From an optimization exercise on the open Yosys and OpenROAD flow, aimed at small area, a short achievable clock period and few clock cycles per item; shortcuts taken in it are not production practice. Where RTL was checked, it was by simulation tests only, not by an equivalence proof against the original. No activity file was given, so power comes from the tool's default toggle rates.

run A:
Design scr_search, start of the top module:
module scr_search(clk,rst,start,R_fixed,angle1,adder,error,X,Y,done);
input clk; input rst; input start; input [13:0] R_fixed; input [13:0] angle1; input [3:0] adder; input [4:0] error;
output reg [3:0] X; output reg [3:0] Y; output reg done;
wire rl_128 = R_fixed > 14'd128;
wire rl_181 = R_fixed > 14'd181;
wire rl_256 = R_fixed > 14'd256;
wire rl_286 = R_fixed > 14'd286;
wire rl_362 = R_fixed > 14'd362;
wire rl_384 = R_fixed > 14'd384;
wire rl_404 = R_fixed > 14'd404;
wire rl_461 = R_fixed > 14'd461;
wire rl_512 = R_fixed > 14'd512;
wire rl_527 = R_fixed > 14'd527;
wire rl_543 = R_fixed > 14'd543;
wire rl_572 = R_fixed > 14'd572;
wire rl_640 = R_fixed > 14'd640;
wire rl_652 = R_fixed > 14'd652;
wire rl_689 = R_fixed > 14'd689;
wire rl_724 = R_fixed > 14'd724;
wire rl_746 = R_fixed > 14'd746;
wire rl_768 = R_fixed > 14'd768;
wire rl_778 = R_fixed > 14'd778;
wire rl_809 = R_fixed > 14'd809;
wire rl_819 = R_fixed > 14'd819;
wire rl_858 = R_fixed > 14'd858;
wire rl_896 = R_fixed > 14'd896;
wire rl_905 = R_fixed > 14'd905;
wire rl_923 = R_fixed > 14'd923;
wire rl_931 = R_fixed > 14'd931;
wire rl_974 = R_fixed > 14'd974;
wire rl_999 = R_fixed > 14'd999;
  ...
Size in the first run: about 3100 cells after synthesis, about 9 flip-flops, ~49 I/O pins.
make LEC_CHECK=0 ABC_CLOCK_PERIOD_IN_PS=7000 CAP_MARGIN=20 CORE_MARGIN=2 CORE_UTILIZATION=15 PLACE_DENSITY=0.3 SETUP_SLACK_MARGIN=4 SLEW_MARGIN=20 finish   # period 12.0 ns
run.sh (not shown) runs the stock make flow with config.mk's settings and CLKGATE_MAP_FILE= SYNTH_SCRIPT=/design/flow/synth_recipe.tcl, a recipe that flattens the netlist after the stock synthesis.
Run A ended with every stage complete and zero timing, DRC or antenna violations.
The inputs of run B differ from those of run A as listed below.
-- flow/config.mk --
<<< run A, line 8
export ABC_CLOCK_PERIOD_IN_PS = 7000
>>> run B, line 8
<<< run A, line 13
export SETUP_SLACK_MARGIN = 4
>>> run B, line 12
## What came out
NOTE: length of routed wiring on met1 in run B falls short of that of run A
Critical path data required time (run B over run A): decrease, 0.13 ns
Run B finished every step from synthesis to the final layout, and the layout passed the timing, design-rule and antenna checks.
On average vias per placed instance, run B and run A are neck and neck.
The post-route clock period utilization of run B is higher than that of run A.
Relative contribution of combinational cells to total power, run B and run A: lower on run B
Run B against run A: cell area after layout fell by about 20%, post-route total power fell by 0.28 mW, normalized max-slew margin fell by 4.2 points, fmax fell by 20%.
Transition time at the pin with the least slew margin delta for run B relative to run A: 0.059 ns higher
Summary: with run A as the reference, largest voltage drop on the vdd net in run B moved up by more than 10%.
No functional check of the RTL was part of any run of this note.

## oak
scr_search, a different RTL version from the one above (not shown whole).
For scale: roughly 63 flip-flops, about 49 I/O pins, ~14,000 sq um of cells after synthesis.
==> flow/config.mk <==
export PLATFORM = sky130hd
export DESIGN_NAME = scr_search
export DESIGN_NICKNAME = scr_search
export VERILOG_FILES = /design/flow/design.v
export SDC_FILE = /design/flow/constraint.sdc
export NUM_CORES = 4
export LEC_CHECK = 0
export CAP_MARGIN = 20
export CORE_MARGIN = 2
export CORE_UTILIZATION = 25
export PLACE_DENSITY = 0.5
export SETUP_SLACK_MARGIN = 5
export SLEW_MARGIN = 20
==> flow/constraint.sdc <==
create_clock -name core_clock -period 12.0 [get_ports {clk}]
set_input_delay 2.4000 -clock core_clock [delete_from_list [all_inputs] [get_ports {clk}]]
set_output_delay 2.4000 -clock core_clock [all_outputs]
set_load 0.01 [all_outputs]
standard.sh (not shown) runs the stock make flow with config.mk's settings and CLKGATE_MAP_FILE= SYNTH_SCRIPT=/design/flow/synth_recipe.tcl, a recipe that flattens the netlist after the stock synthesis.
==> flow/flow/run.sh <==
#!/bin/bash
set -euo pipefail
export BUFFER_PORTS_ARGS="-buffer_cell sky130_fd_sc_hd__buf_2"
sed 's/SETUP_SLACK_MARGIN=[0-9.]*/SETUP_SLACK_MARGIN=6.25/' standard.sh > standard_m.sh
grep -q 'SETUP_SLACK_MARGIN=6.25' standard_m.sh
bash standard_m.sh > standard_flow.log 2>&1
Testbench counts of oak, summed over its fixed seeds: cycles 384, queries 384.
Input-level comparison between pine and oak:
# oak
export LEC_CHECK = 0
export CAP_MARGIN = 20
export CORE_MARGIN = 2
export CORE_UTILIZATION = 25
export PLACE_DENSITY = 0.5
export SETUP_SLACK_MARGIN = 5
export SLEW_MARGIN = 20
create_clock -name core_clock -period 12.0 [get_ports {clk}]
# pine
export LEC_CHECK = 0
export ABC_AREA = 1
export CAP_MARGIN = 20
export CORE_MARGIN = 2
export CORE_UTILIZATION = 15
export PLACE_DENSITY = 0.3
export SETUP_SLACK_MARGIN = 5
export SLEW_MARGIN = 20
create_clock -name core_clock -period 12.0 [get_ports {clk}]
==> flow/flow/run.sh <==
#!/bin/bash
set -euo pipefail
export BUFFER_PORTS_ARGS="-buffer_cell sky130_fd_sc_hd__buf_2"
sed 's/SETUP_SLACK_MARGIN=[0-9.]*/SETUP_SLACK_MARGIN=5.5/' standard.sh > standard_m.sh
grep -q 'SETUP_SLACK_MARGIN=5.5' standard_m.sh
bash standard_m.sh > standard_flow.log 2>&1
Between pine and oak, it is pine whose overall via count from detail_route is higher, by 1.8%.
Tap cell instance count grows by more than half when moving from oak to pine.
Compared with oak, distinct cell type count of the synthesized netlist in pine decreased by more than half.
Sort oak and pine by first-pass GRT wire length, descending, and pine comes first.
Post-route fraction of the period consumed by the critical path (higher): pine
Core area for pine: 42,000 sq um up relative to oak
Relative to oak, clock network fraction of total power has decreased by 0.3 points in pine.
When the final numbers for oak and pine were put side by side, the synthesized area turned out to be greater in pine.
From oak to pine the numbers moved as follows: layout overhead on the synthesized area shows a reduction of 22 points; aggregate routed wire length now larger; area of all placed cells without fillers now sits lower.

scr_search again, from the RTL that the note above started with.
clock: 12.0 ns
lec_check: 0
abc_area: 1
cap_margin: 20
core_margin: 2
core_utilization: 20
place_density: 0.4
setup_slack_margin: 5
slew_margin: 20
==> flow/flow/run.sh <==
#!/bin/bash
set -euo pipefail
export BUFFER_PORTS_ARGS="-buffer_cell sky130_fd_sc_hd__buf_2"
sed 's/SETUP_SLACK_MARGIN=[0-9.]*/SETUP_SLACK_MARGIN=6.25/' standard.sh > standard_m.sh
grep -q 'SETUP_SLACK_MARGIN=6.25' standard_m.sh
bash standard_m.sh > standard_flow.log 2>&1
The starting point completed with no timing, DRC or antenna violations.
Testbench counts at the start, summed over its fixed seeds: cycles 384, queries 384.
Then changed:
==> flow/flow/run.sh (replaced) <==
#!/bin/bash
set -euo pipefail
export BUFFER_PORTS_ARGS="-buffer_cell sky130_fd_sc_hd__buf_2"
sed 's/SETUP_SLACK_MARGIN=[0-9.]*/SETUP_SLACK_MARGIN=6/' standard.sh > standard_m.sh
grep -q 'SETUP_SLACK_MARGIN=6' standard_m.sh
bash standard_m.sh > standard_flow.log 2>&1
- CORE_UTILIZATION: 20 -> 15
- PLACE_DENSITY: 0.4 -> 0.3
Final area goes up by 0.82%; via count goes down by 2.7%; sequential share of layout area hardly moves; sequential power stays flat; critical path depth stays the same; wire length goes up by about 7%; hold slack improves by 0.0068 ns; setup slack degrades by 0.39 ns.
Then changed:
==> flow/flow/run.sh (replaced) <==
#!/bin/bash
set -euo pipefail
export BUFFER_PORTS_ARGS="-buffer_cell sky130_fd_sc_hd__buf_2"
sed 's/SETUP_SLACK_MARGIN=[0-9.]*/SETUP_SLACK_MARGIN=6.4/' standard.sh > standard_m.sh
grep -q 'SETUP_SLACK_MARGIN=6.4' standard_m.sh
bash standard_m.sh > standard_flow.log 2>&1
- CORE_UTILIZATION: 15 -> 25
- CTS_BUF_LIST: default -> sky130_fd_sc_hd__clkbuf_4 sky130_fd_sc_hd__clkbuf_8
- CTS_CLUSTER_DIAMETER: default -> 100
- CTS_CLUSTER_SIZE: default -> 30
- PLACE_DENSITY: 0.3 -> 0.5
Area after synthesis does not change.
Die area came out lower by well over a third.
Total power came out lower by a few percent.
Wire length drops by a few percent.
Worst setup slack gains 0.47 ns.
Cell count is lower by roughly a tenth.
Cell area shrinks by a few percent.
Worst hold slack barely changes.
Clock power fell by a quarter to a third.

== xenon ==
Another version of the RTL of scr_search (not shown whole).
Size in the first run: about 2000 cells after synthesis, roughly 63 flip-flops.
==> flow/config.mk <==
export PLATFORM = sky130hd
export DESIGN_NAME = scr_search
export DESIGN_NICKNAME = scr_search
export VERILOG_FILES = /design/flow/design.v
export SDC_FILE = /design/flow/constraint.sdc
export NUM_CORES = 4
export LEC_CHECK = 0
export CAP_MARGIN = 20
export CORE_MARGIN = 2
export CORE_UTILIZATION = 25
export PLACE_DENSITY = 0.45
export SETUP_SLACK_MARGIN = 5
export SLEW_MARGIN = 20
==> flow/constraint.sdc <==
create_clock -name core_clock -period 12.0 [get_ports {clk}]
set_input_delay 2.4000 -clock core_clock [delete_from_list [all_inputs] [get_ports {clk}]]
set_output_delay 2.4000 -clock core_clock [all_outputs]
set_load 0.01 [all_outputs]
==> flow/flow/run.sh <==
#!/bin/bash
set -euo pipefail
export BUFFER_PORTS_ARGS="-buffer_cell sky130_fd_sc_hd__buf_2"
sed 's/SETUP_SLACK_MARGIN=[0-9.]*/SETUP_SLACK_MARGIN=5.5/' standard.sh > standard_m.sh
grep -q 'SETUP_SLACK_MARGIN=5.5' standard_m.sh
bash standard_m.sh > standard_flow.log 2>&1
Testbench counts of xenon, summed over its fixed seeds: cycles 384, queries 384.
For pepper, these inputs were changed with respect to xenon:
# xenon
export LEC_CHECK = 0
export CAP_MARGIN = 20
export CORE_MARGIN = 2
export CORE_UTILIZATION = 25
export PLACE_DENSITY = 0.45
export SETUP_SLACK_MARGIN = 5
export SLEW_MARGIN = 20
create_clock -name core_clock -period 12.0 [get_ports {clk}]
# pepper
export LEC_CHECK = 0
export ABC_AREA = 1
export CAP_MARGIN = 20
export CORE_MARGIN = 2
export CORE_UTILIZATION = 15
export PLACE_DENSITY = 0.3
export SETUP_SLACK_MARGIN = 5
export SLEW_MARGIN = 20
create_clock -name core_clock -period 12.0 [get_ports {clk}]
- pepper against xenon: final design instance area without fill climbed about 6.6%, met3 global-route usage fell 4.0 points, internal power of the cells now smaller, maximum operating frequency now larger, combinational power climbed about 10%.
- Delta (pepper minus xenon): area growth from synthesis to layout rose by 0.18 points; global-route usage over all layers fell by 13 points.
> inputs changed (pepper -> onyx)
# pepper
export LEC_CHECK = 0
export ABC_AREA = 1
export CAP_MARGIN = 20
export CORE_MARGIN = 2
export CORE_UTILIZATION = 15
export PLACE_DENSITY = 0.3
export SETUP_SLACK_MARGIN = 5
export SLEW_MARGIN = 20
create_clock -name core_clock -period 12.0 [get_ports {clk}]
# onyx
export LEC_CHECK = 0
export CAP_MARGIN = 20
export CORE_MARGIN = 2
export CORE_UTILIZATION = 15
export PLACE_DENSITY = 0.3
export SETUP_SLACK_MARGIN = 5
export SLEW_MARGIN = 20
create_clock -name core_clock -period 12.0 [get_ports {clk}]
==> flow/flow/run.sh <==
#!/bin/bash
set -euo pipefail
export BUFFER_PORTS_ARGS="-buffer_cell sky130_fd_sc_hd__buf_2"
sed 's/SETUP_SLACK_MARGIN=[0-9.]*/SETUP_SLACK_MARGIN=6/' standard.sh > standard_m.sh
grep -q 'SETUP_SLACK_MARGIN=6' standard_m.sh
bash standard_m.sh > standard_flow.log 2>&1
## What came out
Against pepper, wire length reported by the detailed router in onyx came out worse.
Between onyx and pepper, area growth from synthesis to layout is lower for pepper, onyx comes in above that.
In the tables for onyx and pepper, first-iteration DRC count reads lower with pepper.
Comparing onyx and pepper, the lower worst-case hold slack is on pepper.
Summary — first-pass GRT wire length, onyx relative to pepper: higher, by 1.8%.
In onyx the clock network power share turned out 0.2 points lower than in pepper.
In the metrics for onyx and pepper, the one carrying the higher clock power is pepper.
met5 as the highest metal layer with signal wires was reported by onyx, and met4 by pepper.
Design area, onyx and pepper, higher one = onyx.

## afterwards: timing with drivers on the ports
The results above use ideal ports. As a check the final layouts listed here were re-extracted and re-timed, cells and wires unchanged. Step 1 (the two cells are an assumption about what drives the block):
set clk [get_ports {clk}]
set_driving_cell -lib_cell sky130_fd_sc_hd__clkbuf_16 $clk
set_driving_cell -lib_cell sky130_fd_sc_hd__buf_2 [delete_from_list [all_inputs] $clk]
Step 2 times the ports against the registers' clock, not the clock port: input delays grow and output delays shrink by t, the midpoint of the rising clock arrivals with the driver on. a / b / c = ideal / step 1 / step 2; a / b = the first two.
| run | t (ns) | setup WS [ns] | worst setup path at the end | cell pins on the clock port's net |
|---|---|---|---|---|
| run A | 0.259 | 2.857 / 2.837 / 2.578 | input to register | 1 |
| run B | 0.258 | 0.630 / 0.630 / 0.372 | input to register | 1 |
| oak | 0.370 | 5.904 / 5.865 / 5.636 | input to register | 1 |
| pine | 0.402 | 5.571 / 5.594 / 5.192 | input to register | 1 |
| the first run of note 3 | 0.396 | 6.203 / 6.156 / 5.877 | input to register | 1 |
| the second run of note 3 | 0.401 | 5.812 / 5.828 / 5.427 | input to register | 1 |
| the third run of note 3 | 0.412 | 6.281 / 6.239 / 5.911 | input to register | 1 |
| xenon | 0.396 | 5.410 / 5.437 / 5.041 | input to register | 1 |
| pepper | 0.401 | 5.610 / 5.638 / 5.238 | input to register | 1 |
| onyx | 0.412 | 5.797 / 5.758 / 5.415 | input to register | 1 |
After both steps every run listed still meets setup and hold. The setup slack of the second run of note 3, which loses most, moves by +0.016 ns with the drivers and by -0.385 ns with both steps.
